Source: an optimization exercise on an open RTL-to-GDS flow (aim: small area and a short achievable clock period). Production flows keep margins and buffers that such runs may drop.
No run shown here included a check of the RTL's function; only the layout flow was run.
No activity file was given, so power comes from the tool's default toggle rates.

==> flow/design.v, too long to show whole: its modules and the start of the top module <==
// module pipeline_sum: 516 lines
module pipeline_sum (
    input clk,
    input [15:0] a, b,
    output [31:0] r
);
  // ...
==> flow/flow/run.sh <==
#!/bin/bash
set -euo pipefail
MARGIN=25.5
PLAT="$FLOW_HOME/platforms/sky130hd/config.mk"
BASE=$(sed -n '/^export DONT_USE_CELLS += /,/^#/p' "$PLAT" | grep -o 'sky130_fd_sc_hd__[a-z0-9_]*' | tr '\n' ' ')
EXTRA=""
for c in maj3_1 maj3_2 maj3_4 fa_1 fa_2 fa_4 fah_1 fahcin_1 fahcon_1 ha_1 ha_2 ha_4; do
  EXTRA="$EXTRA sky130_fd_sc_hd__$c"
done
bash standard.sh SETUP_SLACK_MARGIN=$MARGIN SETUP_MOVE_SEQUENCE=sizeup,swap SKIP_GATE_CLONING=1 \
  "BUFFER_PORTS_ARGS=-buffer_cell sky130_fd_sc_hd__buf_1" \
  "DONT_USE_CELLS=$BASE$EXTRA" finish > make_finish.log 2>&1
==> flow/standard.sh <==
#!/bin/bash
# synth_recipe.tcl (not shown) runs the flow's synth.tcl, then flattens the netlist and writes it again
# the make line also repeats each setting of config.mk as NAME=value (left out here)
make -C /OpenROAD-flow-scripts/flow DESIGN_CONFIG=/design/flow/config.mk WORK_HOME=/design/flow/orfs CLKGATE_MAP_FILE= SYNTH_SCRIPT=/design/flow/synth_recipe.tcl "${@:-finish}"
==> flow/config.mk <==
export PLATFORM = sky130hd
export DESIGN_NAME = pipeline_sum
export DESIGN_NICKNAME = pipeline_sum
export VERILOG_FILES = /design/flow/design.v
export SDC_FILE = /design/flow/constraint.sdc
export NUM_CORES = 4
export LEC_CHECK = 0
export ABC_AREA = 1
export CAP_MARGIN = 20
export CORE_MARGIN = 2
export CORE_UTILIZATION = 55
export SLEW_MARGIN = 20
==> flow/constraint.sdc <==
create_clock -name core_clock -period 36.0 [get_ports {clk}]
set_input_delay 7.2000 -clock core_clock [delete_from_list [all_inputs] [get_ports {clk}]]
set_output_delay 7.2000 -clock core_clock [all_outputs]
set_load 0.01 [all_outputs]
==> summary.md, run 1 <==
| Metric | Value |
|---|---|
| TritonCTS Sinks | `~110` |
| Top Usage Layer GRT | `met2` |
| Max Cap Viol | `0` |
| DR WL/cell | `around 13 um` |
| Worst hold slack | `between 0.3 and 0.4 ns` |
| Row cnt | `52` |
| RR Endpoint | `ra_c2[5]` |
| Ys async rst share | `0%` |
| Via count | `~11000` |
| Cts hold-fix bufs | `0` |
| Final min period | `about 9.5 ns` |
| Worst reg2reg startpoint | `bb_c1[7]` |
| First-pass GRT wire length | `between 40000 and 50000 um` |
| Sequential Power Share | `a little over a third` |
| Sequential cell power | `around 0.15 mW` |
| Most common cell in the netlist | `nand2_1` |
| Post-synthesis compound-gate area fraction | `10.7%` |
| Slew of the pin with the lowest slew margin | `roughly 0.89 ns` |
| DR WL met3 | `approximately 1400 um` |
| Switching power total | `around 0.16 mW` |
| IO Port Bufs | `50` |
| Slowest library cell on the worst path | `nor4_1` |
| Met2 usage | `a little under half` |
| Fill cell count | `approximately 2100` |
| Non-Filler Instances | `about 2100` |
| Hold Path Class | `flip-flop to flip-flop` |
| Clock Pin Slew Worst Setup and Hold Paths | `approximately 0.08 ns` |
| # DRC | `0` |
| CP required | `between 30 and 40 ns` |
| Final core utilization | `a little under 60%` |
| Met2 WL | `13200 um` |
| Critical path startpoint category | `input pin` |
| Data buffer area share | `2.02%` |
| Worst-path fanout max | `3` |
| Yosys warning total | `1` |
| # resized after CTS | `0` |
| Hold Crit Start | `ra_c1[0]` |
| Power Density | `roughly 34 mW/mm^2` |
| Hold Path End | `ra_c2[0]` |
| Seq/Total Area, Yosys | `just under 20%` |
| Final Hold Vio Count | `0` |
| Status | `finished clean` |
==> module pipeline_sum, before the edit <==
module pipeline_sum (
    input clk,
    input [15:0] a, b,
    output [31:0] r
);
  wire [0:0] s0_r15_t = a[15:15];
  wire s0_r15_hz = ~(|b[15:1]);
  wire [1:0] s0_r15_bo;
  assign s0_r15_bo[0] = 1'b0;
  assign s0_r15_bo[1] = (s0_r15_t[0] ^ b[0]) ? b[0] : s0_r15_bo[0];
  wire s0_r15_q = s0_r15_hz & ~s0_r15_bo[1];
  wire [0:0] s0_r15_d;
  assign s0_r15_d[0] = s0_r15_t[0] ^ (s0_r15_q & (b[0] ^ s0_r15_bo[0]));
  wire [15:0] s0_r15_ra = {s0_r15_d, a[14:0]};
  wire [1:0] s0_r14_t = s0_r15_ra[15:14];
  wire s0_r14_hz = ~(|b[15:2]);
  wire [2:0] s0_r14_bo;
  assign s0_r14_bo[0] = 1'b0;
  assign s0_r14_bo[1] = (s0_r14_t[0] ^ b[0]) ? b[0] : s0_r14_bo[0];
  assign s0_r14_bo[2] = (s0_r14_t[1] ^ b[1]) ? b[1] : s0_r14_bo[1];
  wire s0_r14_q = s0_r14_hz & ~s0_r14_bo[2];
  wire [1:0] s0_r14_d;
  assign s0_r14_d[0] = s0_r14_t[0] ^ (s0_r14_q & (b[0] ^ s0_r14_bo[0]));
  assign s0_r14_d[1] = s0_r14_t[1] ^ (s0_r14_q & (b[1] ^ s0_r14_bo[1]));
  wire [15:0] s0_r14_ra = {s0_r14_d, s0_r15_ra[13:0]};
  wire [2:0] s0_r13_t = s0_r14_ra[15:13];
  wire s0_r13_hz = ~(|b[15:3]);
  wire [3:0] s0_r13_bo;
  assign s0_r13_bo[0] = 1'b0;
  assign s0_r13_bo[1] = (s0_r13_t[0] ^ b[0]) ? b[0] : s0_r13_bo[0];
  assign s0_r13_bo[2] = (s0_r13_t[1] ^ b[1]) ? b[1] : s0_r13_bo[1];
  assign s0_r13_bo[3] = (s0_r13_t[2] ^ b[2]) ? b[2] : s0_r13_bo[2];
  wire s0_r13_q = s0_r13_hz & ~s0_r13_bo[3];
  wire [2:0] s0_r13_d;
  assign s0_r13_d[0] = s0_r13_t[0] ^ (s0_r13_q & (b[0] ^ s0_r13_bo[0]));
  assign s0_r13_d[1] = s0_r13_t[1] ^ (s0_r13_q & (b[1] ^ s0_r13_bo[1]));
  assign s0_r13_d[2] = s0_r13_t[2] ^ (s0_r13_q & (b[2] ^ s0_r13_bo[2]));
  wire [15:0] s0_r13_ra = {s0_r13_d, s0_r14_ra[12:0]};
  reg [15:0] ra_c1;
  reg [15:0] bb_c1;
  reg [2:0] ah_c1;
  reg q15_c1;
  reg q14_c1;
  reg q13_c1;
  always_ff @(posedge clk) begin
    ra_c1 <= s0_r13_ra;
    bb_c1 <= b;
    ah_c1 <= a[15:13];
    q15_c1 <= s0_r15_q;
    q14_c1 <= s0_r14_q;
    q13_c1 <= s0_r13_q;
  end
  wire [3:0] s1_r12_t = ra_c1[15:12];
  wire s1_r12_hz = ~(|bb_c1[15:4]);
  wire [4:0] s1_r12_bo;
  assign s1_r12_bo[0] = 1'b0;
  assign s1_r12_bo[1] = (s1_r12_t[0] ^ bb_c1[0]) ? bb_c1[0] : s1_r12_bo[0];
  assign s1_r12_bo[2] = (s1_r12_t[1] ^ bb_c1[1]) ? bb_c1[1] : s1_r12_bo[1];
  assign s1_r12_bo[3] = (s1_r12_t[2] ^ bb_c1[2]) ? bb_c1[2] : s1_r12_bo[2];
  assign s1_r12_bo[4] = (s1_r12_t[3] ^ bb_c1[3]) ? bb_c1[3] : s1_r12_bo[3];
  wire s1_r12_q = s1_r12_hz & ~s1_r12_bo[4];
  wire [3:0] s1_r12_d;
  assign s1_r12_d[0] = s1_r12_t[0] ^ (s1_r12_q & (bb_c1[0] ^ s1_r12_bo[0]));
  assign s1_r12_d[1] = s1_r12_t[1] ^ (s1_r12_q & (bb_c1[1] ^ s1_r12_bo[1]));
  assign s1_r12_d[2] = s1_r12_t[2] ^ (s1_r12_q & (bb_c1[2] ^ s1_r12_bo[2]));
  assign s1_r12_d[3] = s1_r12_t[3] ^ (s1_r12_q & (bb_c1[3] ^ s1_r12_bo[3]));
  wire [15:0] s1_r12_ra = {s1_r12_d, ra_c1[11:0]};
  wire [4:0] s1_r11_t = s1_r12_ra[15:11];
  wire s1_r11_hz = ~(|bb_c1[15:5]);
  wire [5:0] s1_r11_bo;
  assign s1_r11_bo[0] = 1'b0;
  assign s1_r11_bo[1] = (s1_r11_t[0] ^ bb_c1[0]) ? bb_c1[0] : s1_r11_bo[0];
  assign s1_r11_bo[2] = (s1_r11_t[1] ^ bb_c1[1]) ? bb_c1[1] : s1_r11_bo[1];
  assign s1_r11_bo[3] = (s1_r11_t[2] ^ bb_c1[2]) ? bb_c1[2] : s1_r11_bo[2];
  assign s1_r11_bo[4] = (s1_r11_t[3] ^ bb_c1[3]) ? bb_c1[3] : s1_r11_bo[3];
  assign s1_r11_bo[5] = (s1_r11_t[4] ^ bb_c1[4]) ? bb_c1[4] : s1_r11_bo[4];
  wire s1_r11_q = s1_r11_hz & ~s1_r11_bo[5];
  wire [4:0] s1_r11_d;
  assign s1_r11_d[0] = s1_r11_t[0] ^ (s1_r11_q & (bb_c1[0] ^ s1_r11_bo[0]));
  assign s1_r11_d[1] = s1_r11_t[1] ^ (s1_r11_q & (bb_c1[1] ^ s1_r11_bo[1]));
  assign s1_r11_d[2] = s1_r11_t[2] ^ (s1_r11_q & (bb_c1[2] ^ s1_r11_bo[2]));
  assign s1_r11_d[3] = s1_r11_t[3] ^ (s1_r11_q & (bb_c1[3] ^ s1_r11_bo[3]));
  assign s1_r11_d[4] = s1_r11_t[4] ^ (s1_r11_q & (bb_c1[4] ^ s1_r11_bo[4]));
  wire [15:0] s1_r11_ra = {s1_r11_d, s1_r12_ra[10:0]};
  wire [5:0] s1_r10_t = s1_r11_ra[15:10];
  wire s1_r10_hz = ~(|bb_c1[15:6]);
  wire [6:0] s1_r10_bo;
  assign s1_r10_bo[0] = 1'b0;
  assign s1_r10_bo[1] = (s1_r10_t[0] ^ bb_c1[0]) ? bb_c1[0] : s1_r10_bo[0];
  assign s1_r10_bo[2] = (s1_r10_t[1] ^ bb_c1[1]) ? bb_c1[1] : s1_r10_bo[1];
  assign s1_r10_bo[3] = (s1_r10_t[2] ^ bb_c1[2]) ? bb_c1[2] : s1_r10_bo[2];
  assign s1_r10_bo[4] = (s1_r10_t[3] ^ bb_c1[3]) ? bb_c1[3] : s1_r10_bo[3];
  assign s1_r10_bo[5] = (s1_r10_t[4] ^ bb_c1[4]) ? bb_c1[4] : s1_r10_bo[4];
  assign s1_r10_bo[6] = (s1_r10_t[5] ^ bb_c1[5]) ? bb_c1[5] : s1_r10_bo[5];
  wire s1_r10_q = s1_r10_hz & ~s1_r10_bo[6];
  wire [5:0] s1_r10_d;
  assign s1_r10_d[0] = s1_r10_t[0] ^ (s1_r10_q & (bb_c1[0] ^ s1_r10_bo[0]));
  assign s1_r10_d[1] = s1_r10_t[1] ^ (s1_r10_q & (bb_c1[1] ^ s1_r10_bo[1]));
  assign s1_r10_d[2] = s1_r10_t[2] ^ (s1_r10_q & (bb_c1[2] ^ s1_r10_bo[2]));
  assign s1_r10_d[3] = s1_r10_t[3] ^ (s1_r10_q & (bb_c1[3] ^ s1_r10_bo[3]));
  assign s1_r10_d[4] = s1_r10_t[4] ^ (s1_r10_q & (bb_c1[4] ^ s1_r10_bo[4]));
  assign s1_r10_d[5] = s1_r10_t[5] ^ (s1_r10_q & (bb_c1[5] ^ s1_r10_bo[5]));
  wire [15:0] s1_r10_ra = {s1_r10_d, s1_r11_ra[9:0]};
  wire [6:0] s1_r9_t = s1_r10_ra[15:9];
  wire s1_r9_hz = ~(|bb_c1[15:7]);
  wire [7:0] s1_r9_bo;
  assign s1_r9_bo[0] = 1'b0;
  assign s1_r9_bo[1] = (s1_r9_t[0] ^ bb_c1[0]) ? bb_c1[0] : s1_r9_bo[0];
  assign s1_r9_bo[2] = (s1_r9_t[1] ^ bb_c1[1]) ? bb_c1[1] : s1_r9_bo[1];
  assign s1_r9_bo[3] = (s1_r9_t[2] ^ bb_c1[2]) ? bb_c1[2] : s1_r9_bo[2];
  assign s1_r9_bo[4] = (s1_r9_t[3] ^ bb_c1[3]) ? bb_c1[3] : s1_r9_bo[3];
  assign s1_r9_bo[5] = (s1_r9_t[4] ^ bb_c1[4]) ? bb_c1[4] : s1_r9_bo[4];
  assign s1_r9_bo[6] = (s1_r9_t[5] ^ bb_c1[5]) ? bb_c1[5] : s1_r9_bo[5];
  assign s1_r9_bo[7] = (s1_r9_t[6] ^ bb_c1[6]) ? bb_c1[6] : s1_r9_bo[6];
  wire s1_r9_q = s1_r9_hz & ~s1_r9_bo[7];
  wire [6:0] s1_r9_d;
  assign s1_r9_d[0] = s1_r9_t[0] ^ (s1_r9_q & (bb_c1[0] ^ s1_r9_bo[0]));
  assign s1_r9_d[1] = s1_r9_t[1] ^ (s1_r9_q & (bb_c1[1] ^ s1_r9_bo[1]));
  assign s1_r9_d[2] = s1_r9_t[2] ^ (s1_r9_q & (bb_c1[2] ^ s1_r9_bo[2]));
  assign s1_r9_d[3] = s1_r9_t[3] ^ (s1_r9_q & (bb_c1[3] ^ s1_r9_bo[3]));
  assign s1_r9_d[4] = s1_r9_t[4] ^ (s1_r9_q & (bb_c1[4] ^ s1_r9_bo[4]));
  assign s1_r9_d[5] = s1_r9_t[5] ^ (s1_r9_q & (bb_c1[5] ^ s1_r9_bo[5]));
  assign s1_r9_d[6] = s1_r9_t[6] ^ (s1_r9_q & (bb_c1[6] ^ s1_r9_bo[6]));
  wire [15:0] s1_r9_ra = {s1_r9_d, s1_r10_ra[8:0]};
  wire [7:0] s1_r8_t = s1_r9_ra[15:8];
  wire s1_r8_hz = ~(|bb_c1[15:8]);
  wire [8:0] s1_r8_bo;
  assign s1_r8_bo[0] = 1'b0;
  assign s1_r8_bo[1] = (s1_r8_t[0] ^ bb_c1[0]) ? bb_c1[0] : s1_r8_bo[0];
  assign s1_r8_bo[2] = (s1_r8_t[1] ^ bb_c1[1]) ? bb_c1[1] : s1_r8_bo[1];
  assign s1_r8_bo[3] = (s1_r8_t[2] ^ bb_c1[2]) ? bb_c1[2] : s1_r8_bo[2];
  assign s1_r8_bo[4] = (s1_r8_t[3] ^ bb_c1[3]) ? bb_c1[3] : s1_r8_bo[3];
  assign s1_r8_bo[5] = (s1_r8_t[4] ^ bb_c1[4]) ? bb_c1[4] : s1_r8_bo[4];
  assign s1_r8_bo[6] = (s1_r8_t[5] ^ bb_c1[5]) ? bb_c1[5] : s1_r8_bo[5];
  assign s1_r8_bo[7] = (s1_r8_t[6] ^ bb_c1[6]) ? bb_c1[6] : s1_r8_bo[6];
  assign s1_r8_bo[8] = (s1_r8_t[7] ^ bb_c1[7]) ? bb_c1[7] : s1_r8_bo[7];
  wire s1_r8_q = s1_r8_hz & ~s1_r8_bo[8];
  wire [7:0] s1_r8_d;
  assign s1_r8_d[0] = s1_r8_t[0] ^ (s1_r8_q & (bb_c1[0] ^ s1_r8_bo[0]));
  assign s1_r8_d[1] = s1_r8_t[1] ^ (s1_r8_q & (bb_c1[1] ^ s1_r8_bo[1]));
  assign s1_r8_d[2] = s1_r8_t[2] ^ (s1_r8_q & (bb_c1[2] ^ s1_r8_bo[2]));
  assign s1_r8_d[3] = s1_r8_t[3] ^ (s1_r8_q & (bb_c1[3] ^ s1_r8_bo[3]));
  assign s1_r8_d[4] = s1_r8_t[4] ^ (s1_r8_q & (bb_c1[4] ^ s1_r8_bo[4]));
  assign s1_r8_d[5] = s1_r8_t[5] ^ (s1_r8_q & (bb_c1[5] ^ s1_r8_bo[5]));
  assign s1_r8_d[6] = s1_r8_t[6] ^ (s1_r8_q & (bb_c1[6] ^ s1_r8_bo[6]));
  assign s1_r8_d[7] = s1_r8_t[7] ^ (s1_r8_q & (bb_c1[7] ^ s1_r8_bo[7]));
  wire [15:0] s1_r8_ra = {s1_r8_d, s1_r9_ra[7:0]};
  wire [8:0] s1_r7_t = s1_r8_ra[15:7];
  wire s1_r7_hz = ~(|bb_c1[15:9]);
  wire [9:0] s1_r7_bo;
  assign s1_r7_bo[0] = 1'b0;
  assign s1_r7_bo[1] = (s1_r7_t[0] ^ bb_c1[0]) ? bb_c1[0] : s1_r7_bo[0];
  assign s1_r7_bo[2] = (s1_r7_t[1] ^ bb_c1[1]) ? bb_c1[1] : s1_r7_bo[1];
  assign s1_r7_bo[3] = (s1_r7_t[2] ^ bb_c1[2]) ? bb_c1[2] : s1_r7_bo[2];
  assign s1_r7_bo[4] = (s1_r7_t[3] ^ bb_c1[3]) ? bb_c1[3] : s1_r7_bo[3];
  assign s1_r7_bo[5] = (s1_r7_t[4] ^ bb_c1[4]) ? bb_c1[4] : s1_r7_bo[4];
  assign s1_r7_bo[6] = (s1_r7_t[5] ^ bb_c1[5]) ? bb_c1[5] : s1_r7_bo[5];
  assign s1_r7_bo[7] = (s1_r7_t[6] ^ bb_c1[6]) ? bb_c1[6] : s1_r7_bo[6];
  assign s1_r7_bo[8] = (s1_r7_t[7] ^ bb_c1[7]) ? bb_c1[7] : s1_r7_bo[7];
  assign s1_r7_bo[9] = (s1_r7_t[8] ^ bb_c1[8]) ? bb_c1[8] : s1_r7_bo[8];
  wire s1_r7_q = s1_r7_hz & ~s1_r7_bo[9];
  wire [8:0] s1_r7_d;
  assign s1_r7_d[0] = s1_r7_t[0] ^ (s1_r7_q & (bb_c1[0] ^ s1_r7_bo[0]));
  assign s1_r7_d[1] = s1_r7_t[1] ^ (s1_r7_q & (bb_c1[1] ^ s1_r7_bo[1]));
  assign s1_r7_d[2] = s1_r7_t[2] ^ (s1_r7_q & (bb_c1[2] ^ s1_r7_bo[2]));
  assign s1_r7_d[3] = s1_r7_t[3] ^ (s1_r7_q & (bb_c1[3] ^ s1_r7_bo[3]));
  assign s1_r7_d[4] = s1_r7_t[4] ^ (s1_r7_q & (bb_c1[4] ^ s1_r7_bo[4]));
  assign s1_r7_d[5] = s1_r7_t[5] ^ (s1_r7_q & (bb_c1[5] ^ s1_r7_bo[5]));
  assign s1_r7_d[6] = s1_r7_t[6] ^ (s1_r7_q & (bb_c1[6] ^ s1_r7_bo[6]));
  assign s1_r7_d[7] = s1_r7_t[7] ^ (s1_r7_q & (bb_c1[7] ^ s1_r7_bo[7]));
  assign s1_r7_d[8] = s1_r7_t[8] ^ (s1_r7_q & (bb_c1[8] ^ s1_r7_bo[8]));
  wire [15:0] s1_r7_ra = {s1_r7_d, s1_r8_ra[6:0]};
  wire [9:0] s1_r6_t = s1_r7_ra[15:6];
  wire s1_r6_hz = ~(|bb_c1[15:10]);
  wire [10:0] s1_r6_bo;
  assign s1_r6_bo[0] = 1'b0;
  assign s1_r6_bo[1] = (s1_r6_t[0] ^ bb_c1[0]) ? bb_c1[0] : s1_r6_bo[0];
  assign s1_r6_bo[2] = (s1_r6_t[1] ^ bb_c1[1]) ? bb_c1[1] : s1_r6_bo[1];
  assign s1_r6_bo[3] = (s1_r6_t[2] ^ bb_c1[2]) ? bb_c1[2] : s1_r6_bo[2];
  assign s1_r6_bo[4] = (s1_r6_t[3] ^ bb_c1[3]) ? bb_c1[3] : s1_r6_bo[3];
  assign s1_r6_bo[5] = (s1_r6_t[4] ^ bb_c1[4]) ? bb_c1[4] : s1_r6_bo[4];
  assign s1_r6_bo[6] = (s1_r6_t[5] ^ bb_c1[5]) ? bb_c1[5] : s1_r6_bo[5];
  assign s1_r6_bo[7] = (s1_r6_t[6] ^ bb_c1[6]) ? bb_c1[6] : s1_r6_bo[6];
  assign s1_r6_bo[8] = (s1_r6_t[7] ^ bb_c1[7]) ? bb_c1[7] : s1_r6_bo[7];
  assign s1_r6_bo[9] = (s1_r6_t[8] ^ bb_c1[8]) ? bb_c1[8] : s1_r6_bo[8];
  assign s1_r6_bo[10] = (s1_r6_t[9] ^ bb_c1[9]) ? bb_c1[9] : s1_r6_bo[9];
  wire s1_r6_q = s1_r6_hz & ~s1_r6_bo[10];
  wire [9:0] s1_r6_d;
  assign s1_r6_d[0] = s1_r6_t[0] ^ (s1_r6_q & (bb_c1[0] ^ s1_r6_bo[0]));
  assign s1_r6_d[1] = s1_r6_t[1] ^ (s1_r6_q & (bb_c1[1] ^ s1_r6_bo[1]));
  assign s1_r6_d[2] = s1_r6_t[2] ^ (s1_r6_q & (bb_c1[2] ^ s1_r6_bo[2]));
  assign s1_r6_d[3] = s1_r6_t[3] ^ (s1_r6_q & (bb_c1[3] ^ s1_r6_bo[3]));
  assign s1_r6_d[4] = s1_r6_t[4] ^ (s1_r6_q & (bb_c1[4] ^ s1_r6_bo[4]));
  assign s1_r6_d[5] = s1_r6_t[5] ^ (s1_r6_q & (bb_c1[5] ^ s1_r6_bo[5]));
  assign s1_r6_d[6] = s1_r6_t[6] ^ (s1_r6_q & (bb_c1[6] ^ s1_r6_bo[6]));
  assign s1_r6_d[7] = s1_r6_t[7] ^ (s1_r6_q & (bb_c1[7] ^ s1_r6_bo[7]));
  assign s1_r6_d[8] = s1_r6_t[8] ^ (s1_r6_q & (bb_c1[8] ^ s1_r6_bo[8]));
  assign s1_r6_d[9] = s1_r6_t[9] ^ (s1_r6_q & (bb_c1[9] ^ s1_r6_bo[9]));
  wire [15:0] s1_r6_ra = {s1_r6_d, s1_r7_ra[5:0]};
  wire [10:0] s1_r5_t = s1_r6_ra[15:5];
  wire s1_r5_hz = ~(|bb_c1[15:11]);
  wire [11:0] s1_r5_bo;
  assign s1_r5_bo[0] = 1'b0;
  assign s1_r5_bo[1] = (s1_r5_t[0] ^ bb_c1[0]) ? bb_c1[0] : s1_r5_bo[0];
  assign s1_r5_bo[2] = (s1_r5_t[1] ^ bb_c1[1]) ? bb_c1[1] : s1_r5_bo[1];
  assign s1_r5_bo[3] = (s1_r5_t[2] ^ bb_c1[2]) ? bb_c1[2] : s1_r5_bo[2];
  assign s1_r5_bo[4] = (s1_r5_t[3] ^ bb_c1[3]) ? bb_c1[3] : s1_r5_bo[3];
  assign s1_r5_bo[5] = (s1_r5_t[4] ^ bb_c1[4]) ? bb_c1[4] : s1_r5_bo[4];
  assign s1_r5_bo[6] = (s1_r5_t[5] ^ bb_c1[5]) ? bb_c1[5] : s1_r5_bo[5];
  assign s1_r5_bo[7] = (s1_r5_t[6] ^ bb_c1[6]) ? bb_c1[6] : s1_r5_bo[6];
  assign s1_r5_bo[8] = (s1_r5_t[7] ^ bb_c1[7]) ? bb_c1[7] : s1_r5_bo[7];
  assign s1_r5_bo[9] = (s1_r5_t[8] ^ bb_c1[8]) ? bb_c1[8] : s1_r5_bo[8];
  assign s1_r5_bo[10] = (s1_r5_t[9] ^ bb_c1[9]) ? bb_c1[9] : s1_r5_bo[9];
  assign s1_r5_bo[11] = (s1_r5_t[10] ^ bb_c1[10]) ? bb_c1[10] : s1_r5_bo[10];
  wire s1_r5_q = s1_r5_hz & ~s1_r5_bo[11];
  wire [10:0] s1_r5_d;
  assign s1_r5_d[0] = s1_r5_t[0] ^ (s1_r5_q & (bb_c1[0] ^ s1_r5_bo[0]));
  assign s1_r5_d[1] = s1_r5_t[1] ^ (s1_r5_q & (bb_c1[1] ^ s1_r5_bo[1]));
  assign s1_r5_d[2] = s1_r5_t[2] ^ (s1_r5_q & (bb_c1[2] ^ s1_r5_bo[2]));
  assign s1_r5_d[3] = s1_r5_t[3] ^ (s1_r5_q & (bb_c1[3] ^ s1_r5_bo[3]));
  assign s1_r5_d[4] = s1_r5_t[4] ^ (s1_r5_q & (bb_c1[4] ^ s1_r5_bo[4]));
  assign s1_r5_d[5] = s1_r5_t[5] ^ (s1_r5_q & (bb_c1[5] ^ s1_r5_bo[5]));
  assign s1_r5_d[6] = s1_r5_t[6] ^ (s1_r5_q & (bb_c1[6] ^ s1_r5_bo[6]));
  assign s1_r5_d[7] = s1_r5_t[7] ^ (s1_r5_q & (bb_c1[7] ^ s1_r5_bo[7]));
  assign s1_r5_d[8] = s1_r5_t[8] ^ (s1_r5_q & (bb_c1[8] ^ s1_r5_bo[8]));
  assign s1_r5_d[9] = s1_r5_t[9] ^ (s1_r5_q & (bb_c1[9] ^ s1_r5_bo[9]));
  assign s1_r5_d[10] = s1_r5_t[10] ^ (s1_r5_q & (bb_c1[10] ^ s1_r5_bo[10]));
  wire [15:0] s1_r5_ra = {s1_r5_d, s1_r6_ra[4:0]};
  reg [15:0] ra_c2;
  reg [15:0] bb_c2;
  reg [10:0] ah_c2;
  reg q15_c2;
  reg q14_c2;
  reg q13_c2;
  reg q12_c2;
  reg q11_c2;
  reg q10_c2;
  reg q9_c2;
  reg q8_c2;
  reg q7_c2;
  reg q6_c2;
  reg q5_c2;
  always_ff @(posedge clk) begin
    ra_c2 <= s1_r5_ra;
    bb_c2 <= bb_c1;
    ah_c2 <= {ah_c1, ra_c1[12:5]};
    q15_c2 <= q15_c1;
    q14_c2 <= q14_c1;
    q13_c2 <= q13_c1;
    q12_c2 <= s1_r12_q;
    q11_c2 <= s1_r11_q;
    q10_c2 <= s1_r10_q;
    q9_c2 <= s1_r9_q;
    q8_c2 <= s1_r8_q;
    q7_c2 <= s1_r7_q;
    q6_c2 <= s1_r6_q;
    q5_c2 <= s1_r5_q;
  end
  wire [15:0] xa = {ah_c2, ra_c2[4:0]};
  wire [15:0] sh = (bb_c2[15:4] == 12'd0) ? (xa << bb_c2[3:0]) : 16'd0;
  wire [17:0] xs = {2'b0, xa | bb_c2} + {2'b0, xa ^ bb_c2} + {2'b0, sh};
  wire [17:0] ym2 = xs + {1'b0, 1'b0, q15_c2, q14_c2, q13_c2, q12_c2, q11_c2, q10_c2, q9_c2, q8_c2, q7_c2, q6_c2, q5_c2, 1'b0, 1'b0, 1'b0, 1'b0, 1'b0};
  wire [11:0] s2_r4_t = ra_c2[15:4];
  wire s2_r4_hz = ~(|bb_c2[15:12]);
  wire [12:0] s2_r4_bo;
  assign s2_r4_bo[0] = 1'b0;
  assign s2_r4_bo[1] = (s2_r4_t[0] ^ bb_c2[0]) ? bb_c2[0] : s2_r4_bo[0];
  assign s2_r4_bo[2] = (s2_r4_t[1] ^ bb_c2[1]) ? bb_c2[1] : s2_r4_bo[1];
  assign s2_r4_bo[3] = (s2_r4_t[2] ^ bb_c2[2]) ? bb_c2[2] : s2_r4_bo[2];
  assign s2_r4_bo[4] = (s2_r4_t[3] ^ bb_c2[3]) ? bb_c2[3] : s2_r4_bo[3];
  assign s2_r4_bo[5] = (s2_r4_t[4] ^ bb_c2[4]) ? bb_c2[4] : s2_r4_bo[4];
  assign s2_r4_bo[6] = (s2_r4_t[5] ^ bb_c2[5]) ? bb_c2[5] : s2_r4_bo[5];
  assign s2_r4_bo[7] = (s2_r4_t[6] ^ bb_c2[6]) ? bb_c2[6] : s2_r4_bo[6];
  assign s2_r4_bo[8] = (s2_r4_t[7] ^ bb_c2[7]) ? bb_c2[7] : s2_r4_bo[7];
  assign s2_r4_bo[9] = (s2_r4_t[8] ^ bb_c2[8]) ? bb_c2[8] : s2_r4_bo[8];
  assign s2_r4_bo[10] = (s2_r4_t[9] ^ bb_c2[9]) ? bb_c2[9] : s2_r4_bo[9];
  assign s2_r4_bo[11] = (s2_r4_t[10] ^ bb_c2[10]) ? bb_c2[10] : s2_r4_bo[10];
  assign s2_r4_bo[12] = (s2_r4_t[11] ^ bb_c2[11]) ? bb_c2[11] : s2_r4_bo[11];
  wire [12:6] s2_r4_s_gu;
  assign s2_r4_s_gu[6] = 1'b0;
  assign s2_r4_s_gu[7] = (s2_r4_t[6] ^ bb_c2[6]) ? bb_c2[6] : s2_r4_s_gu[6];
  assign s2_r4_s_gu[8] = (s2_r4_t[7] ^ bb_c2[7]) ? bb_c2[7] : s2_r4_s_gu[7];
  assign s2_r4_s_gu[9] = (s2_r4_t[8] ^ bb_c2[8]) ? bb_c2[8] : s2_r4_s_gu[8];
  assign s2_r4_s_gu[10] = (s2_r4_t[9] ^ bb_c2[9]) ? bb_c2[9] : s2_r4_s_gu[9];
  assign s2_r4_s_gu[11] = (s2_r4_t[10] ^ bb_c2[10]) ? bb_c2[10] : s2_r4_s_gu[10];
  assign s2_r4_s_gu[12] = (s2_r4_t[11] ^ bb_c2[11]) ? bb_c2[11] : s2_r4_s_gu[11];
  wire s2_r4_s_pu = ~(|(s2_r4_t[11:6] ^ {bb_c2[11], bb_c2[10], bb_c2[9], bb_c2[8], bb_c2[7], bb_c2[6]}));
  wire s2_r4_bf = s2_r4_s_gu[12] | (s2_r4_s_pu & s2_r4_bo[6]);
  wire s2_r4_q = s2_r4_hz & ~s2_r4_bf;
  wire [11:0] s2_r4_d;
  assign s2_r4_d[0] = s2_r4_t[0] ^ (s2_r4_q & (bb_c2[0] ^ s2_r4_bo[0]));
  assign s2_r4_d[1] = s2_r4_t[1] ^ (s2_r4_q & (bb_c2[1] ^ s2_r4_bo[1]));
  assign s2_r4_d[2] = s2_r4_t[2] ^ (s2_r4_q & (bb_c2[2] ^ s2_r4_bo[2]));
  assign s2_r4_d[3] = s2_r4_t[3] ^ (s2_r4_q & (bb_c2[3] ^ s2_r4_bo[3]));
  assign s2_r4_d[4] = s2_r4_t[4] ^ (s2_r4_q & (bb_c2[4] ^ s2_r4_bo[4]));
  assign s2_r4_d[5] = s2_r4_t[5] ^ (s2_r4_q & (bb_c2[5] ^ s2_r4_bo[5]));
  assign s2_r4_d[6] = s2_r4_t[6] ^ (s2_r4_q & (bb_c2[6] ^ s2_r4_bo[6]));
  assign s2_r4_d[7] = s2_r4_t[7] ^ (s2_r4_q & (bb_c2[7] ^ s2_r4_bo[7]));
  assign s2_r4_d[8] = s2_r4_t[8] ^ (s2_r4_q & (bb_c2[8] ^ s2_r4_bo[8]));
  assign s2_r4_d[9] = s2_r4_t[9] ^ (s2_r4_q & (bb_c2[9] ^ s2_r4_bo[9]));
  assign s2_r4_d[10] = s2_r4_t[10] ^ (s2_r4_q & (bb_c2[10] ^ s2_r4_bo[10]));
  assign s2_r4_d[11] = s2_r4_t[11] ^ (s2_r4_q & (bb_c2[11] ^ s2_r4_bo[11]));
  wire [15:0] s2_r4_ra = {s2_r4_d, ra_c2[3:0]};
  wire [12:0] s2_r3_t = s2_r4_ra[15:3];
  wire s2_r3_hz = ~(|bb_c2[15:13]);
  wire [13:0] s2_r3_bo;
  assign s2_r3_bo[0] = 1'b0;
  assign s2_r3_bo[1] = (s2_r3_t[0] ^ bb_c2[0]) ? bb_c2[0] : s2_r3_bo[0];
  assign s2_r3_bo[2] = (s2_r3_t[1] ^ bb_c2[1]) ? bb_c2[1] : s2_r3_bo[1];
  assign s2_r3_bo[3] = (s2_r3_t[2] ^ bb_c2[2]) ? bb_c2[2] : s2_r3_bo[2];
  assign s2_r3_bo[4] = (s2_r3_t[3] ^ bb_c2[3]) ? bb_c2[3] : s2_r3_bo[3];
  assign s2_r3_bo[5] = (s2_r3_t[4] ^ bb_c2[4]) ? bb_c2[4] : s2_r3_bo[4];
  assign s2_r3_bo[6] = (s2_r3_t[5] ^ bb_c2[5]) ? bb_c2[5] : s2_r3_bo[5];
  assign s2_r3_bo[7] = (s2_r3_t[6] ^ bb_c2[6]) ? bb_c2[6] : s2_r3_bo[6];
  assign s2_r3_bo[8] = (s2_r3_t[7] ^ bb_c2[7]) ? bb_c2[7] : s2_r3_bo[7];
  assign s2_r3_bo[9] = (s2_r3_t[8] ^ bb_c2[8]) ? bb_c2[8] : s2_r3_bo[8];
  assign s2_r3_bo[10] = (s2_r3_t[9] ^ bb_c2[9]) ? bb_c2[9] : s2_r3_bo[9];
  assign s2_r3_bo[11] = (s2_r3_t[10] ^ bb_c2[10]) ? bb_c2[10] : s2_r3_bo[10];
  assign s2_r3_bo[12] = (s2_r3_t[11] ^ bb_c2[11]) ? bb_c2[11] : s2_r3_bo[11];
  assign s2_r3_bo[13] = (s2_r3_t[12] ^ bb_c2[12]) ? bb_c2[12] : s2_r3_bo[12];
  wire [13:6] s2_r3_s_gu;
  assign s2_r3_s_gu[6] = 1'b0;
  assign s2_r3_s_gu[7] = (s2_r3_t[6] ^ bb_c2[6]) ? bb_c2[6] : s2_r3_s_gu[6];
  assign s2_r3_s_gu[8] = (s2_r3_t[7] ^ bb_c2[7]) ? bb_c2[7] : s2_r3_s_gu[7];
  assign s2_r3_s_gu[9] = (s2_r3_t[8] ^ bb_c2[8]) ? bb_c2[8] : s2_r3_s_gu[8];
  assign s2_r3_s_gu[10] = (s2_r3_t[9] ^ bb_c2[9]) ? bb_c2[9] : s2_r3_s_gu[9];
  assign s2_r3_s_gu[11] = (s2_r3_t[10] ^ bb_c2[10]) ? bb_c2[10] : s2_r3_s_gu[10];
  assign s2_r3_s_gu[12] = (s2_r3_t[11] ^ bb_c2[11]) ? bb_c2[11] : s2_r3_s_gu[11];
  assign s2_r3_s_gu[13] = (s2_r3_t[12] ^ bb_c2[12]) ? bb_c2[12] : s2_r3_s_gu[12];
  wire s2_r3_s_pu = ~(|(s2_r3_t[12:6] ^ {bb_c2[12], bb_c2[11], bb_c2[10], bb_c2[9], bb_c2[8], bb_c2[7], bb_c2[6]}));
  wire s2_r3_bf = s2_r3_s_gu[13] | (s2_r3_s_pu & s2_r3_bo[6]);
  wire s2_r3_q = s2_r3_hz & ~s2_r3_bf;
  wire [12:0] s2_r3_d;
  assign s2_r3_d[0] = s2_r3_t[0] ^ (s2_r3_q & (bb_c2[0] ^ s2_r3_bo[0]));
  assign s2_r3_d[1] = s2_r3_t[1] ^ (s2_r3_q & (bb_c2[1] ^ s2_r3_bo[1]));
  assign s2_r3_d[2] = s2_r3_t[2] ^ (s2_r3_q & (bb_c2[2] ^ s2_r3_bo[2]));
  assign s2_r3_d[3] = s2_r3_t[3] ^ (s2_r3_q & (bb_c2[3] ^ s2_r3_bo[3]));
  assign s2_r3_d[4] = s2_r3_t[4] ^ (s2_r3_q & (bb_c2[4] ^ s2_r3_bo[4]));
  assign s2_r3_d[5] = s2_r3_t[5] ^ (s2_r3_q & (bb_c2[5] ^ s2_r3_bo[5]));
  assign s2_r3_d[6] = s2_r3_t[6] ^ (s2_r3_q & (bb_c2[6] ^ s2_r3_bo[6]));
  assign s2_r3_d[7] = s2_r3_t[7] ^ (s2_r3_q & (bb_c2[7] ^ s2_r3_bo[7]));
  assign s2_r3_d[8] = s2_r3_t[8] ^ (s2_r3_q & (bb_c2[8] ^ s2_r3_bo[8]));
  assign s2_r3_d[9] = s2_r3_t[9] ^ (s2_r3_q & (bb_c2[9] ^ s2_r3_bo[9]));
  assign s2_r3_d[10] = s2_r3_t[10] ^ (s2_r3_q & (bb_c2[10] ^ s2_r3_bo[10]));
  assign s2_r3_d[11] = s2_r3_t[11] ^ (s2_r3_q & (bb_c2[11] ^ s2_r3_bo[11]));
  assign s2_r3_d[12] = s2_r3_t[12] ^ (s2_r3_q & (bb_c2[12] ^ s2_r3_bo[12]));
  wire [15:0] s2_r3_ra = {s2_r3_d, s2_r4_ra[2:0]};
  wire [13:0] s2_r2_t = s2_r3_ra[15:2];
  wire s2_r2_hz = ~(|bb_c2[15:14]);
  wire [14:0] s2_r2_bo;
  assign s2_r2_bo[0] = 1'b0;
  assign s2_r2_bo[1] = (s2_r2_t[0] ^ bb_c2[0]) ? bb_c2[0] : s2_r2_bo[0];
  assign s2_r2_bo[2] = (s2_r2_t[1] ^ bb_c2[1]) ? bb_c2[1] : s2_r2_bo[1];
  assign s2_r2_bo[3] = (s2_r2_t[2] ^ bb_c2[2]) ? bb_c2[2] : s2_r2_bo[2];
  assign s2_r2_bo[4] = (s2_r2_t[3] ^ bb_c2[3]) ? bb_c2[3] : s2_r2_bo[3];
  assign s2_r2_bo[5] = (s2_r2_t[4] ^ bb_c2[4]) ? bb_c2[4] : s2_r2_bo[4];
  assign s2_r2_bo[6] = (s2_r2_t[5] ^ bb_c2[5]) ? bb_c2[5] : s2_r2_bo[5];
  assign s2_r2_bo[7] = (s2_r2_t[6] ^ bb_c2[6]) ? bb_c2[6] : s2_r2_bo[6];
  assign s2_r2_bo[8] = (s2_r2_t[7] ^ bb_c2[7]) ? bb_c2[7] : s2_r2_bo[7];
  assign s2_r2_bo[9] = (s2_r2_t[8] ^ bb_c2[8]) ? bb_c2[8] : s2_r2_bo[8];
  assign s2_r2_bo[10] = (s2_r2_t[9] ^ bb_c2[9]) ? bb_c2[9] : s2_r2_bo[9];
  assign s2_r2_bo[11] = (s2_r2_t[10] ^ bb_c2[10]) ? bb_c2[10] : s2_r2_bo[10];
  assign s2_r2_bo[12] = (s2_r2_t[11] ^ bb_c2[11]) ? bb_c2[11] : s2_r2_bo[11];
  assign s2_r2_bo[13] = (s2_r2_t[12] ^ bb_c2[12]) ? bb_c2[12] : s2_r2_bo[12];
  assign s2_r2_bo[14] = (s2_r2_t[13] ^ bb_c2[13]) ? bb_c2[13] : s2_r2_bo[13];
  wire [14:7] s2_r2_s_gu;
  assign s2_r2_s_gu[7] = 1'b0;
  assign s2_r2_s_gu[8] = (s2_r2_t[7] ^ bb_c2[7]) ? bb_c2[7] : s2_r2_s_gu[7];
  assign s2_r2_s_gu[9] = (s2_r2_t[8] ^ bb_c2[8]) ? bb_c2[8] : s2_r2_s_gu[8];
  assign s2_r2_s_gu[10] = (s2_r2_t[9] ^ bb_c2[9]) ? bb_c2[9] : s2_r2_s_gu[9];
  assign s2_r2_s_gu[11] = (s2_r2_t[10] ^ bb_c2[10]) ? bb_c2[10] : s2_r2_s_gu[10];
  assign s2_r2_s_gu[12] = (s2_r2_t[11] ^ bb_c2[11]) ? bb_c2[11] : s2_r2_s_gu[11];
  assign s2_r2_s_gu[13] = (s2_r2_t[12] ^ bb_c2[12]) ? bb_c2[12] : s2_r2_s_gu[12];
  assign s2_r2_s_gu[14] = (s2_r2_t[13] ^ bb_c2[13]) ? bb_c2[13] : s2_r2_s_gu[13];
  wire s2_r2_s_pu = ~(|(s2_r2_t[13:7] ^ {bb_c2[13], bb_c2[12], bb_c2[11], bb_c2[10], bb_c2[9], bb_c2[8], bb_c2[7]}));
  wire s2_r2_bf = s2_r2_s_gu[14] | (s2_r2_s_pu & s2_r2_bo[7]);
  wire s2_r2_q = s2_r2_hz & ~s2_r2_bf;
  wire [13:0] s2_r2_d;
  assign s2_r2_d[0] = s2_r2_t[0] ^ (s2_r2_q & (bb_c2[0] ^ s2_r2_bo[0]));
  assign s2_r2_d[1] = s2_r2_t[1] ^ (s2_r2_q & (bb_c2[1] ^ s2_r2_bo[1]));
  assign s2_r2_d[2] = s2_r2_t[2] ^ (s2_r2_q & (bb_c2[2] ^ s2_r2_bo[2]));
  assign s2_r2_d[3] = s2_r2_t[3] ^ (s2_r2_q & (bb_c2[3] ^ s2_r2_bo[3]));
  assign s2_r2_d[4] = s2_r2_t[4] ^ (s2_r2_q & (bb_c2[4] ^ s2_r2_bo[4]));
  assign s2_r2_d[5] = s2_r2_t[5] ^ (s2_r2_q & (bb_c2[5] ^ s2_r2_bo[5]));
  assign s2_r2_d[6] = s2_r2_t[6] ^ (s2_r2_q & (bb_c2[6] ^ s2_r2_bo[6]));
  assign s2_r2_d[7] = s2_r2_t[7] ^ (s2_r2_q & (bb_c2[7] ^ s2_r2_bo[7]));
  assign s2_r2_d[8] = s2_r2_t[8] ^ (s2_r2_q & (bb_c2[8] ^ s2_r2_bo[8]));
  assign s2_r2_d[9] = s2_r2_t[9] ^ (s2_r2_q & (bb_c2[9] ^ s2_r2_bo[9]));
  assign s2_r2_d[10] = s2_r2_t[10] ^ (s2_r2_q & (bb_c2[10] ^ s2_r2_bo[10]));
  assign s2_r2_d[11] = s2_r2_t[11] ^ (s2_r2_q & (bb_c2[11] ^ s2_r2_bo[11]));
  assign s2_r2_d[12] = s2_r2_t[12] ^ (s2_r2_q & (bb_c2[12] ^ s2_r2_bo[12]));
  assign s2_r2_d[13] = s2_r2_t[13] ^ (s2_r2_q & (bb_c2[13] ^ s2_r2_bo[13]));
  wire [15:0] s2_r2_ra = {s2_r2_d, s2_r3_ra[1:0]};
  wire [15:0] s2_x4_t = s2_r2_ra;
  wire [17:0] s2_x4_b1 = {2'b0, bb_c2};
  wire [17:0] s2_x4_b2 = {1'b0, bb_c2, 1'b0};
  wire [17:0] s2_x4_b3 = s2_x4_b1 + s2_x4_b2;
  wire [16:0] s2_x4_c1;
  assign s2_x4_c1[0] = 1'b0;
  assign s2_x4_c1[1] = (s2_x4_t[0] ^ s2_x4_b1[0]) ? s2_x4_b1[0] : s2_x4_c1[0];
  assign s2_x4_c1[2] = (s2_x4_t[1] ^ s2_x4_b1[1]) ? s2_x4_b1[1] : s2_x4_c1[1];
  assign s2_x4_c1[3] = (s2_x4_t[2] ^ s2_x4_b1[2]) ? s2_x4_b1[2] : s2_x4_c1[2];
  assign s2_x4_c1[4] = (s2_x4_t[3] ^ s2_x4_b1[3]) ? s2_x4_b1[3] : s2_x4_c1[3];
  assign s2_x4_c1[5] = (s2_x4_t[4] ^ s2_x4_b1[4]) ? s2_x4_b1[4] : s2_x4_c1[4];
  assign s2_x4_c1[6] = (s2_x4_t[5] ^ s2_x4_b1[5]) ? s2_x4_b1[5] : s2_x4_c1[5];
  assign s2_x4_c1[7] = (s2_x4_t[6] ^ s2_x4_b1[6]) ? s2_x4_b1[6] : s2_x4_c1[6];
  assign s2_x4_c1[8] = (s2_x4_t[7] ^ s2_x4_b1[7]) ? s2_x4_b1[7] : s2_x4_c1[7];
  assign s2_x4_c1[9] = (s2_x4_t[8] ^ s2_x4_b1[8]) ? s2_x4_b1[8] : s2_x4_c1[8];
  assign s2_x4_c1[10] = (s2_x4_t[9] ^ s2_x4_b1[9]) ? s2_x4_b1[9] : s2_x4_c1[9];
  assign s2_x4_c1[11] = (s2_x4_t[10] ^ s2_x4_b1[10]) ? s2_x4_b1[10] : s2_x4_c1[10];
  assign s2_x4_c1[12] = (s2_x4_t[11] ^ s2_x4_b1[11]) ? s2_x4_b1[11] : s2_x4_c1[11];
  assign s2_x4_c1[13] = (s2_x4_t[12] ^ s2_x4_b1[12]) ? s2_x4_b1[12] : s2_x4_c1[12];
  assign s2_x4_c1[14] = (s2_x4_t[13] ^ s2_x4_b1[13]) ? s2_x4_b1[13] : s2_x4_c1[13];
  assign s2_x4_c1[15] = (s2_x4_t[14] ^ s2_x4_b1[14]) ? s2_x4_b1[14] : s2_x4_c1[14];
  assign s2_x4_c1[16] = (s2_x4_t[15] ^ s2_x4_b1[15]) ? s2_x4_b1[15] : s2_x4_c1[15];
  wire [16:8] s2_x4_k1_gu;
  assign s2_x4_k1_gu[8] = 1'b0;
  assign s2_x4_k1_gu[9] = (s2_x4_t[8] ^ s2_x4_b1[8]) ? s2_x4_b1[8] : s2_x4_k1_gu[8];
  assign s2_x4_k1_gu[10] = (s2_x4_t[9] ^ s2_x4_b1[9]) ? s2_x4_b1[9] : s2_x4_k1_gu[9];
  assign s2_x4_k1_gu[11] = (s2_x4_t[10] ^ s2_x4_b1[10]) ? s2_x4_b1[10] : s2_x4_k1_gu[10];
  assign s2_x4_k1_gu[12] = (s2_x4_t[11] ^ s2_x4_b1[11]) ? s2_x4_b1[11] : s2_x4_k1_gu[11];
  assign s2_x4_k1_gu[13] = (s2_x4_t[12] ^ s2_x4_b1[12]) ? s2_x4_b1[12] : s2_x4_k1_gu[12];
  assign s2_x4_k1_gu[14] = (s2_x4_t[13] ^ s2_x4_b1[13]) ? s2_x4_b1[13] : s2_x4_k1_gu[13];
  assign s2_x4_k1_gu[15] = (s2_x4_t[14] ^ s2_x4_b1[14]) ? s2_x4_b1[14] : s2_x4_k1_gu[14];
  assign s2_x4_k1_gu[16] = (s2_x4_t[15] ^ s2_x4_b1[15]) ? s2_x4_b1[15] : s2_x4_k1_gu[15];
  wire s2_x4_k1_pu = ~(|(s2_x4_t[15:8] ^ {s2_x4_b1[15], s2_x4_b1[14], s2_x4_b1[13], s2_x4_b1[12], s2_x4_b1[11], s2_x4_b1[10], s2_x4_b1[9], s2_x4_b1[8]}));
  wire s2_x4_ge1 = ~(|s2_x4_b1[17:16]) & ~(s2_x4_k1_gu[16] | (s2_x4_k1_pu & s2_x4_c1[8]));
  wire [16:0] s2_x4_c2;
  assign s2_x4_c2[0] = 1'b0;
  assign s2_x4_c2[1] = (s2_x4_t[0] ^ s2_x4_b2[0]) ? s2_x4_b2[0] : s2_x4_c2[0];
  assign s2_x4_c2[2] = (s2_x4_t[1] ^ s2_x4_b2[1]) ? s2_x4_b2[1] : s2_x4_c2[1];
  assign s2_x4_c2[3] = (s2_x4_t[2] ^ s2_x4_b2[2]) ? s2_x4_b2[2] : s2_x4_c2[2];
  assign s2_x4_c2[4] = (s2_x4_t[3] ^ s2_x4_b2[3]) ? s2_x4_b2[3] : s2_x4_c2[3];
  assign s2_x4_c2[5] = (s2_x4_t[4] ^ s2_x4_b2[4]) ? s2_x4_b2[4] : s2_x4_c2[4];
  assign s2_x4_c2[6] = (s2_x4_t[5] ^ s2_x4_b2[5]) ? s2_x4_b2[5] : s2_x4_c2[5];
  assign s2_x4_c2[7] = (s2_x4_t[6] ^ s2_x4_b2[6]) ? s2_x4_b2[6] : s2_x4_c2[6];
  assign s2_x4_c2[8] = (s2_x4_t[7] ^ s2_x4_b2[7]) ? s2_x4_b2[7] : s2_x4_c2[7];
  assign s2_x4_c2[9] = (s2_x4_t[8] ^ s2_x4_b2[8]) ? s2_x4_b2[8] : s2_x4_c2[8];
  assign s2_x4_c2[10] = (s2_x4_t[9] ^ s2_x4_b2[9]) ? s2_x4_b2[9] : s2_x4_c2[9];
  assign s2_x4_c2[11] = (s2_x4_t[10] ^ s2_x4_b2[10]) ? s2_x4_b2[10] : s2_x4_c2[10];
  assign s2_x4_c2[12] = (s2_x4_t[11] ^ s2_x4_b2[11]) ? s2_x4_b2[11] : s2_x4_c2[11];
  assign s2_x4_c2[13] = (s2_x4_t[12] ^ s2_x4_b2[12]) ? s2_x4_b2[12] : s2_x4_c2[12];
  assign s2_x4_c2[14] = (s2_x4_t[13] ^ s2_x4_b2[13]) ? s2_x4_b2[13] : s2_x4_c2[13];
  assign s2_x4_c2[15] = (s2_x4_t[14] ^ s2_x4_b2[14]) ? s2_x4_b2[14] : s2_x4_c2[14];
  assign s2_x4_c2[16] = (s2_x4_t[15] ^ s2_x4_b2[15]) ? s2_x4_b2[15] : s2_x4_c2[15];
  wire [16:8] s2_x4_k2_gu;
  assign s2_x4_k2_gu[8] = 1'b0;
  assign s2_x4_k2_gu[9] = (s2_x4_t[8] ^ s2_x4_b2[8]) ? s2_x4_b2[8] : s2_x4_k2_gu[8];
  assign s2_x4_k2_gu[10] = (s2_x4_t[9] ^ s2_x4_b2[9]) ? s2_x4_b2[9] : s2_x4_k2_gu[9];
  assign s2_x4_k2_gu[11] = (s2_x4_t[10] ^ s2_x4_b2[10]) ? s2_x4_b2[10] : s2_x4_k2_gu[10];
  assign s2_x4_k2_gu[12] = (s2_x4_t[11] ^ s2_x4_b2[11]) ? s2_x4_b2[11] : s2_x4_k2_gu[11];
  assign s2_x4_k2_gu[13] = (s2_x4_t[12] ^ s2_x4_b2[12]) ? s2_x4_b2[12] : s2_x4_k2_gu[12];
  assign s2_x4_k2_gu[14] = (s2_x4_t[13] ^ s2_x4_b2[13]) ? s2_x4_b2[13] : s2_x4_k2_gu[13];
  assign s2_x4_k2_gu[15] = (s2_x4_t[14] ^ s2_x4_b2[14]) ? s2_x4_b2[14] : s2_x4_k2_gu[14];
  assign s2_x4_k2_gu[16] = (s2_x4_t[15] ^ s2_x4_b2[15]) ? s2_x4_b2[15] : s2_x4_k2_gu[15];
  wire s2_x4_k2_pu = ~(|(s2_x4_t[15:8] ^ {s2_x4_b2[15], s2_x4_b2[14], s2_x4_b2[13], s2_x4_b2[12], s2_x4_b2[11], s2_x4_b2[10], s2_x4_b2[9], s2_x4_b2[8]}));
  wire s2_x4_ge2 = ~(|s2_x4_b2[17:16]) & ~(s2_x4_k2_gu[16] | (s2_x4_k2_pu & s2_x4_c2[8]));
  wire [16:0] s2_x4_c3;
  assign s2_x4_c3[0] = 1'b0;
  assign s2_x4_c3[1] = (s2_x4_t[0] ^ s2_x4_b3[0]) ? s2_x4_b3[0] : s2_x4_c3[0];
  assign s2_x4_c3[2] = (s2_x4_t[1] ^ s2_x4_b3[1]) ? s2_x4_b3[1] : s2_x4_c3[1];
  assign s2_x4_c3[3] = (s2_x4_t[2] ^ s2_x4_b3[2]) ? s2_x4_b3[2] : s2_x4_c3[2];
  assign s2_x4_c3[4] = (s2_x4_t[3] ^ s2_x4_b3[3]) ? s2_x4_b3[3] : s2_x4_c3[3];
  assign s2_x4_c3[5] = (s2_x4_t[4] ^ s2_x4_b3[4]) ? s2_x4_b3[4] : s2_x4_c3[4];
  assign s2_x4_c3[6] = (s2_x4_t[5] ^ s2_x4_b3[5]) ? s2_x4_b3[5] : s2_x4_c3[5];
  assign s2_x4_c3[7] = (s2_x4_t[6] ^ s2_x4_b3[6]) ? s2_x4_b3[6] : s2_x4_c3[6];
  assign s2_x4_c3[8] = (s2_x4_t[7] ^ s2_x4_b3[7]) ? s2_x4_b3[7] : s2_x4_c3[7];
  assign s2_x4_c3[9] = (s2_x4_t[8] ^ s2_x4_b3[8]) ? s2_x4_b3[8] : s2_x4_c3[8];
  assign s2_x4_c3[10] = (s2_x4_t[9] ^ s2_x4_b3[9]) ? s2_x4_b3[9] : s2_x4_c3[9];
  assign s2_x4_c3[11] = (s2_x4_t[10] ^ s2_x4_b3[10]) ? s2_x4_b3[10] : s2_x4_c3[10];
  assign s2_x4_c3[12] = (s2_x4_t[11] ^ s2_x4_b3[11]) ? s2_x4_b3[11] : s2_x4_c3[11];
  assign s2_x4_c3[13] = (s2_x4_t[12] ^ s2_x4_b3[12]) ? s2_x4_b3[12] : s2_x4_c3[12];
  assign s2_x4_c3[14] = (s2_x4_t[13] ^ s2_x4_b3[13]) ? s2_x4_b3[13] : s2_x4_c3[13];
  assign s2_x4_c3[15] = (s2_x4_t[14] ^ s2_x4_b3[14]) ? s2_x4_b3[14] : s2_x4_c3[14];
  assign s2_x4_c3[16] = (s2_x4_t[15] ^ s2_x4_b3[15]) ? s2_x4_b3[15] : s2_x4_c3[15];
  wire [16:8] s2_x4_k3_gu;
  assign s2_x4_k3_gu[8] = 1'b0;
  assign s2_x4_k3_gu[9] = (s2_x4_t[8] ^ s2_x4_b3[8]) ? s2_x4_b3[8] : s2_x4_k3_gu[8];
  assign s2_x4_k3_gu[10] = (s2_x4_t[9] ^ s2_x4_b3[9]) ? s2_x4_b3[9] : s2_x4_k3_gu[9];
  assign s2_x4_k3_gu[11] = (s2_x4_t[10] ^ s2_x4_b3[10]) ? s2_x4_b3[10] : s2_x4_k3_gu[10];
  assign s2_x4_k3_gu[12] = (s2_x4_t[11] ^ s2_x4_b3[11]) ? s2_x4_b3[11] : s2_x4_k3_gu[11];
  assign s2_x4_k3_gu[13] = (s2_x4_t[12] ^ s2_x4_b3[12]) ? s2_x4_b3[12] : s2_x4_k3_gu[12];
  assign s2_x4_k3_gu[14] = (s2_x4_t[13] ^ s2_x4_b3[13]) ? s2_x4_b3[13] : s2_x4_k3_gu[13];
  assign s2_x4_k3_gu[15] = (s2_x4_t[14] ^ s2_x4_b3[14]) ? s2_x4_b3[14] : s2_x4_k3_gu[14];
  assign s2_x4_k3_gu[16] = (s2_x4_t[15] ^ s2_x4_b3[15]) ? s2_x4_b3[15] : s2_x4_k3_gu[15];
  wire s2_x4_k3_pu = ~(|(s2_x4_t[15:8] ^ {s2_x4_b3[15], s2_x4_b3[14], s2_x4_b3[13], s2_x4_b3[12], s2_x4_b3[11], s2_x4_b3[10], s2_x4_b3[9], s2_x4_b3[8]}));
  wire s2_x4_ge3 = ~(|s2_x4_b3[17:16]) & ~(s2_x4_k3_gu[16] | (s2_x4_k3_pu & s2_x4_c3[8]));
  wire s2_x4_q1 = s2_x4_ge2;
  wire s2_x4_q0 = s2_x4_q1 ? s2_x4_ge3 : s2_x4_ge1;
  wire [12:0] ml = {1'b0, ym2[11:0]} + {1'b0, 1'b0, 1'b0, 1'b0, 1'b0, 1'b0, 1'b0, 1'b0, s2_r4_q, s2_r3_q, s2_r2_q, 1'b0, 1'b0};
  wire lc1 = ml[0] & s2_x4_q0;
  wire lc2 = (ml[1] & s2_x4_q1) | ((ml[1] | s2_x4_q1) & lc1);
  wire [12:0] lo7;
  assign lo7[0] = ml[0] ^ s2_x4_q0;
  assign lo7[1] = ml[1] ^ s2_x4_q1 ^ lc1;
  assign lo7[2] = ml[2] ^ (lc2 & (1'b1));
  assign lo7[3] = ml[3] ^ (lc2 & (&ml[2:2]));
  assign lo7[4] = ml[4] ^ (lc2 & (&ml[3:2]));
  assign lo7[5] = ml[5] ^ (lc2 & (&ml[4:2]));
  assign lo7[6] = ml[6] ^ (lc2 & (&ml[5:2]));
  assign lo7[7] = ml[7] ^ (lc2 & (&ml[6:2]));
  assign lo7[8] = ml[8] ^ (lc2 & (&ml[7:2]));
  assign lo7[9] = ml[9] ^ (lc2 & (&ml[8:2]));
  assign lo7[10] = ml[10] ^ (lc2 & (&ml[9:2]));
  assign lo7[11] = ml[11] ^ (lc2 & (&ml[10:2]));
  assign lo7[12] = ml[12] ^ (lc2 & (&ml[11:2]));
  wire [5:0] h0 = ym2[17:12];
  reg [12:0] lo_c3;
  reg [5:0] hi_c3;
  always_ff @(posedge clk) begin
    lo_c3 <= lo7;
    hi_c3 <= h0;
  end
  wire [5:0] hs = hi_c3 + {5'd0, lo_c3[12]};
  assign r = {14'd0, hs, lo_c3[11:0]};
endmodule
==> run 2, diff against run 1 <==
--- a/flow/design.v
+++ b/flow/design.v
@@ -212,7 +212,17 @@
   assign s1_r5_bo[9] = (s1_r5_t[8] ^ bb_c1[8]) ? bb_c1[8] : s1_r5_bo[8];
   assign s1_r5_bo[10] = (s1_r5_t[9] ^ bb_c1[9]) ? bb_c1[9] : s1_r5_bo[9];
   assign s1_r5_bo[11] = (s1_r5_t[10] ^ bb_c1[10]) ? bb_c1[10] : s1_r5_bo[10];
-  wire s1_r5_q = s1_r5_hz & ~s1_r5_bo[11];
+  wire [11:5] s1_r5_s_gu;
+  assign s1_r5_s_gu[5] = 1'b0;
+  assign s1_r5_s_gu[6] = (s1_r5_t[5] ^ bb_c1[5]) ? bb_c1[5] : s1_r5_s_gu[5];
+  assign s1_r5_s_gu[7] = (s1_r5_t[6] ^ bb_c1[6]) ? bb_c1[6] : s1_r5_s_gu[6];
+  assign s1_r5_s_gu[8] = (s1_r5_t[7] ^ bb_c1[7]) ? bb_c1[7] : s1_r5_s_gu[7];
+  assign s1_r5_s_gu[9] = (s1_r5_t[8] ^ bb_c1[8]) ? bb_c1[8] : s1_r5_s_gu[8];
+  assign s1_r5_s_gu[10] = (s1_r5_t[9] ^ bb_c1[9]) ? bb_c1[9] : s1_r5_s_gu[9];
+  assign s1_r5_s_gu[11] = (s1_r5_t[10] ^ bb_c1[10]) ? bb_c1[10] : s1_r5_s_gu[10];
+  wire s1_r5_s_pu = ~(|(s1_r5_t[10:5] ^ {bb_c1[10], bb_c1[9], bb_c1[8], bb_c1[7], bb_c1[6], bb_c1[5]}));
+  wire s1_r5_bf = s1_r5_s_gu[11] | (s1_r5_s_pu & s1_r5_bo[5]);
+  wire s1_r5_q = s1_r5_hz & ~s1_r5_bf;
   wire [10:0] s1_r5_d;
   assign s1_r5_d[0] = s1_r5_t[0] ^ (s1_r5_q & (bb_c1[0] ^ s1_r5_bo[0]));
   assign s1_r5_d[1] = s1_r5_t[1] ^ (s1_r5_q & (bb_c1[1] ^ s1_r5_bo[1]));
@@ -487,10 +497,10 @@
   wire s2_x4_ge3 = ~(|s2_x4_b3[17:16]) & ~(s2_x4_k3_gu[16] | (s2_x4_k3_pu & s2_x4_c3[8]));
   wire s2_x4_q1 = s2_x4_ge2;
   wire s2_x4_q0 = s2_x4_q1 ? s2_x4_ge3 : s2_x4_ge1;
-  wire [12:0] ml = {1'b0, ym2[11:0]} + {1'b0, 1'b0, 1'b0, 1'b0, 1'b0, 1'b0, 1'b0, 1'b0, s2_r4_q, s2_r3_q, s2_r2_q, 1'b0, 1'b0};
+  wire [10:0] ml = {1'b0, ym2[9:0]} + {1'b0, 1'b0, 1'b0, 1'b0, 1'b0, 1'b0, s2_r4_q, s2_r3_q, s2_r2_q, 1'b0, 1'b0};
   wire lc1 = ml[0] & s2_x4_q0;
   wire lc2 = (ml[1] & s2_x4_q1) | ((ml[1] | s2_x4_q1) & lc1);
-  wire [12:0] lo7;
+  wire [10:0] lo7;
   assign lo7[0] = ml[0] ^ s2_x4_q0;
   assign lo7[1] = ml[1] ^ s2_x4_q1 ^ lc1;
   assign lo7[2] = ml[2] ^ (lc2 & (1'b1));
@@ -502,15 +512,13 @@
   assign lo7[8] = ml[8] ^ (lc2 & (&ml[7:2]));
   assign lo7[9] = ml[9] ^ (lc2 & (&ml[8:2]));
   assign lo7[10] = ml[10] ^ (lc2 & (&ml[9:2]));
-  assign lo7[11] = ml[11] ^ (lc2 & (&ml[10:2]));
-  assign lo7[12] = ml[12] ^ (lc2 & (&ml[11:2]));
-  wire [5:0] h0 = ym2[17:12];
-  reg [12:0] lo_c3;
-  reg [5:0] hi_c3;
+  wire [7:0] h0 = ym2[17:10];
+  reg [10:0] lo_c3;
+  reg [7:0] hi_c3;
   always_ff @(posedge clk) begin
     lo_c3 <= lo7;
     hi_c3 <= h0;
   end
-  wire [5:0] hs = hi_c3 + {5'd0, lo_c3[12]};
-  assign r = {14'd0, hs, lo_c3[11:0]};
+  wire [7:0] hs = hi_c3 + {7'd0, lo_c3[10]};
+  assign r = {14'd0, hs, lo_c3[9:0]};
 endmodule
==> run 2 against run 1 <==
- via count barely moved
- final area fell by 2.0%
- final cell count fell by 1.4%
- clock-buffer cell count did not move
- largest power group unchanged
==> summary.md, run 2 <==
| Metric | Value |
|---|---|
| Core Box Area | `0.0196 mm^2 (was 0.0203 mm^2)` |
| First-pass GRT wire length | `46200 um (was 46500 um)` |
| Max Cap Viol | `0 (unchanged)` |
| Slowest library cell on the worst path | `nor3_1 (was nor4_1)` |
| Hold Crit Start | `ra_c1[0] (unchanged)` |
| Switching power total | `0.158 mW (was 0.162 mW)` |
| DR WL/cell | `13.6 um (was 13.3 um)` |
| Row cnt | `51 (was 52)` |
| Gr usage total | `26.4% (was 26.3%)` |
| Hold Path Class | `flip-flop to flip-flop (unchanged)` |
| Final min period | `9.68 ns (was 9.53 ns)` |
| Setup-failing EPs final | `0 (unchanged)` |
| CP peak stage delay | `0.47 ns (was 0.34 ns)` |
| WP data arrival | `9.93 ns (was 9.81 ns)` |
| # Post-CTS Setup Buffers | `0 (unchanged)` |
| H-tree Lvls | `3 (unchanged)` |
| Worst-path fanout max | `3 (unchanged)` |
| # resized after CTS | `0 (unchanged)` |
| Ys async rst share | `0% (unchanged)` |
| Post-DRT Antenna Nets | `0 (unchanged)` |
| Worst reg2reg startpoint | `bb_c1[6] (was bb_c1[7])` |
| Worst hold slack | `0.330 ns (was 0.329 ns)` |
| Via count | `10885 (was 10879)` |
| I/O Pins | `65 (unchanged)` |
| IO Port Bufs | `50 (unchanged)` |
| Clock Pin Slew Worst Setup and Hold Paths | `0.08 ns (about the same)` |
| CP required | `36.26 ns (was 36.28 ns)` |
| Post-DR vias/cell | `5.14 (was 5.06)` |
| Initial Util | `56.5% (was 56.1%)` |
| Sequential Power Share | `36.5% (about the same)` |
| Fin Setup TNS | `0 ns (unchanged)` |
| TritonCTS Sinks | `111 (unchanged)` |
| Hold Path End | `ra_c2[0] (unchanged)` |
| Switching part of the total | `39.0% (was 40.2%)` |
| # DRC | `0 (unchanged)` |
| Slew of the pin with the lowest slew margin | `0.879 ns (was 0.888 ns)` |
| Cts hold-fix bufs | `0 (unchanged)` |
| Yosys warning total | `1 (unchanged)` |
| Status | `finished clean (unchanged)` |
| ANT cells | `0 (unchanged)` |
| Number of synthesized register bits | `111 (unchanged)` |
| Seq/Total Area, Yosys | `20.1% (was 19.5%)` |
| Commonest non-fill, non-tap cell in the layout | `nand2_1 (unchanged)` |
| Most common cell in the netlist | `nand2_1 (unchanged)` |
| Fill cell count | `2025 (was 2053)` |
| Critical path startpoint category | `input pin (unchanged)` |
| Final Hold Vio Count | `0 (unchanged)` |
| RR Endpoint | `ra_c2[13] (was ra_c2[5])` |
| Power Density | `34.8 mW/mm^2 (was 33.9 mW/mm^2)` |
[run 2: cell families after synthesis]
| kind of cell | synth area share [%] |
|---|---|
| AO/OA/AOI/OAI | 10.9 |
| XOR/XNOR | 15.1 |
| other | 0.0339 |
| buffers and inverters | 12.1 |
| AND/OR/NAND/NOR | 41.7 |
| flip-flops | 20.1 |
| multiplexers | 0.0905 |
[run 2: final cells by class]
cell class,instances,share of cell area [%]
Multi-Input combinational cell,1419,65.0
Sequential cell,111,19.1
Inverter,251,8.26
Tap cell,265,2.85
Clock buffer,10,2.05
Timing Repair Buffer,56,2.00
Clock inverter,6,0.742
[run 2: routing by layer]
layer	wire length (um)	global-route usage (%)	vias to the layer above
li1	-	-	5759
met5	0	0	-
met4	978	10.2	0
met2	13400	45.3	270
met3	1500	4.26	56
met1	12900	33.2	4800
[run 2: through the flow]
stage	power (mW)	util, %	instance area [um^2]	instances	worst slack [ns]
global placement	0.299	57.7	11300	2102	26.05
global route	0.433	59.4	11600	2118	25.54
detailed placement	0.300	57.7	11300	2102	25.99
floorplan	0.274	-	11100	1845	26.93
CTS	0.406	59.3	11600	2118	26.36
finish	0.405	59.4	11600	2118	26.32
[run 2: power by group through the flow]
stage | Combinational [mW] | Sequential [mW] | Clock (mW)
2_1_floorplan | 0.130 | 0.144 | 0
3_3_place_gp | 0.148 | 0.151 | 0
3_5_place_dp | 0.149 | 0.150 | 0
4_1_cts | 0.150 | 0.148 | 0.109
5_1_grt | 0.171 | 0.149 | 0.113
6_report | 0.151 | 0.148 | 0.106
[run 2: how the worst max path moves through the flow]
stage                     startpoint   endpoint  depth (start not counted)
final                           b[4]  ra_c1[14]                         15
after CTS                   bb_c2[1]   lo_c3[2]                         66
after global routing        bb_c2[1]   lo_c3[3]                         70
after global placement          b[4]  ra_c1[14]                         15
after detailed placement        b[4]  ra_c1[14]                         15
after floorplan                b[10]  ra_c1[14]                         14

==> afterwards: timing with drivers on the ports <==
In the flow no input, the clock included, has a driving cell. The finished layouts below were timed again as built, in two steps.
Step 1 (the two cells are an assumption about what drives the block):
set clk [get_ports {clk}]
set_driving_cell -lib_cell sky130_fd_sc_hd__clkbuf_16 $clk
set_driving_cell -lib_cell sky130_fd_sc_hd__buf_2 [delete_from_list [all_inputs] $clk]
Step 2 adds t to the input delays and takes it off the output delays; t is the mean of the earliest and latest rising clock arrival at the registers after step 1. Input paths then give back, and output paths get back, about the clock's delay inside the block.
a / b / c = ideal ports / drivers / drivers and shift; a / b = the first two.
| run | t, ns | setup slack, ns | worst hold slack (ns) | clock arrival spread, ns | worst slew at a driven data input, ns |
|---|---|---|---|---|---|
| run 1 | 0.406 | 26.470 / 26.495 / 26.088 | 0.329 / 0.329 / 0.329 | 0.012 / 0.013 | 0.04 |
| run 2 | 0.399 | 26.324 / 26.347 / 25.948 | 0.330 / 0.330 / 0.330 | 0.013 / 0.013 | 0.04 |
After both steps every run listed still meets setup and hold. The setup slack of run 1, which loses most, moves by +0.025 ns with the drivers and by -0.382 ns with both steps.
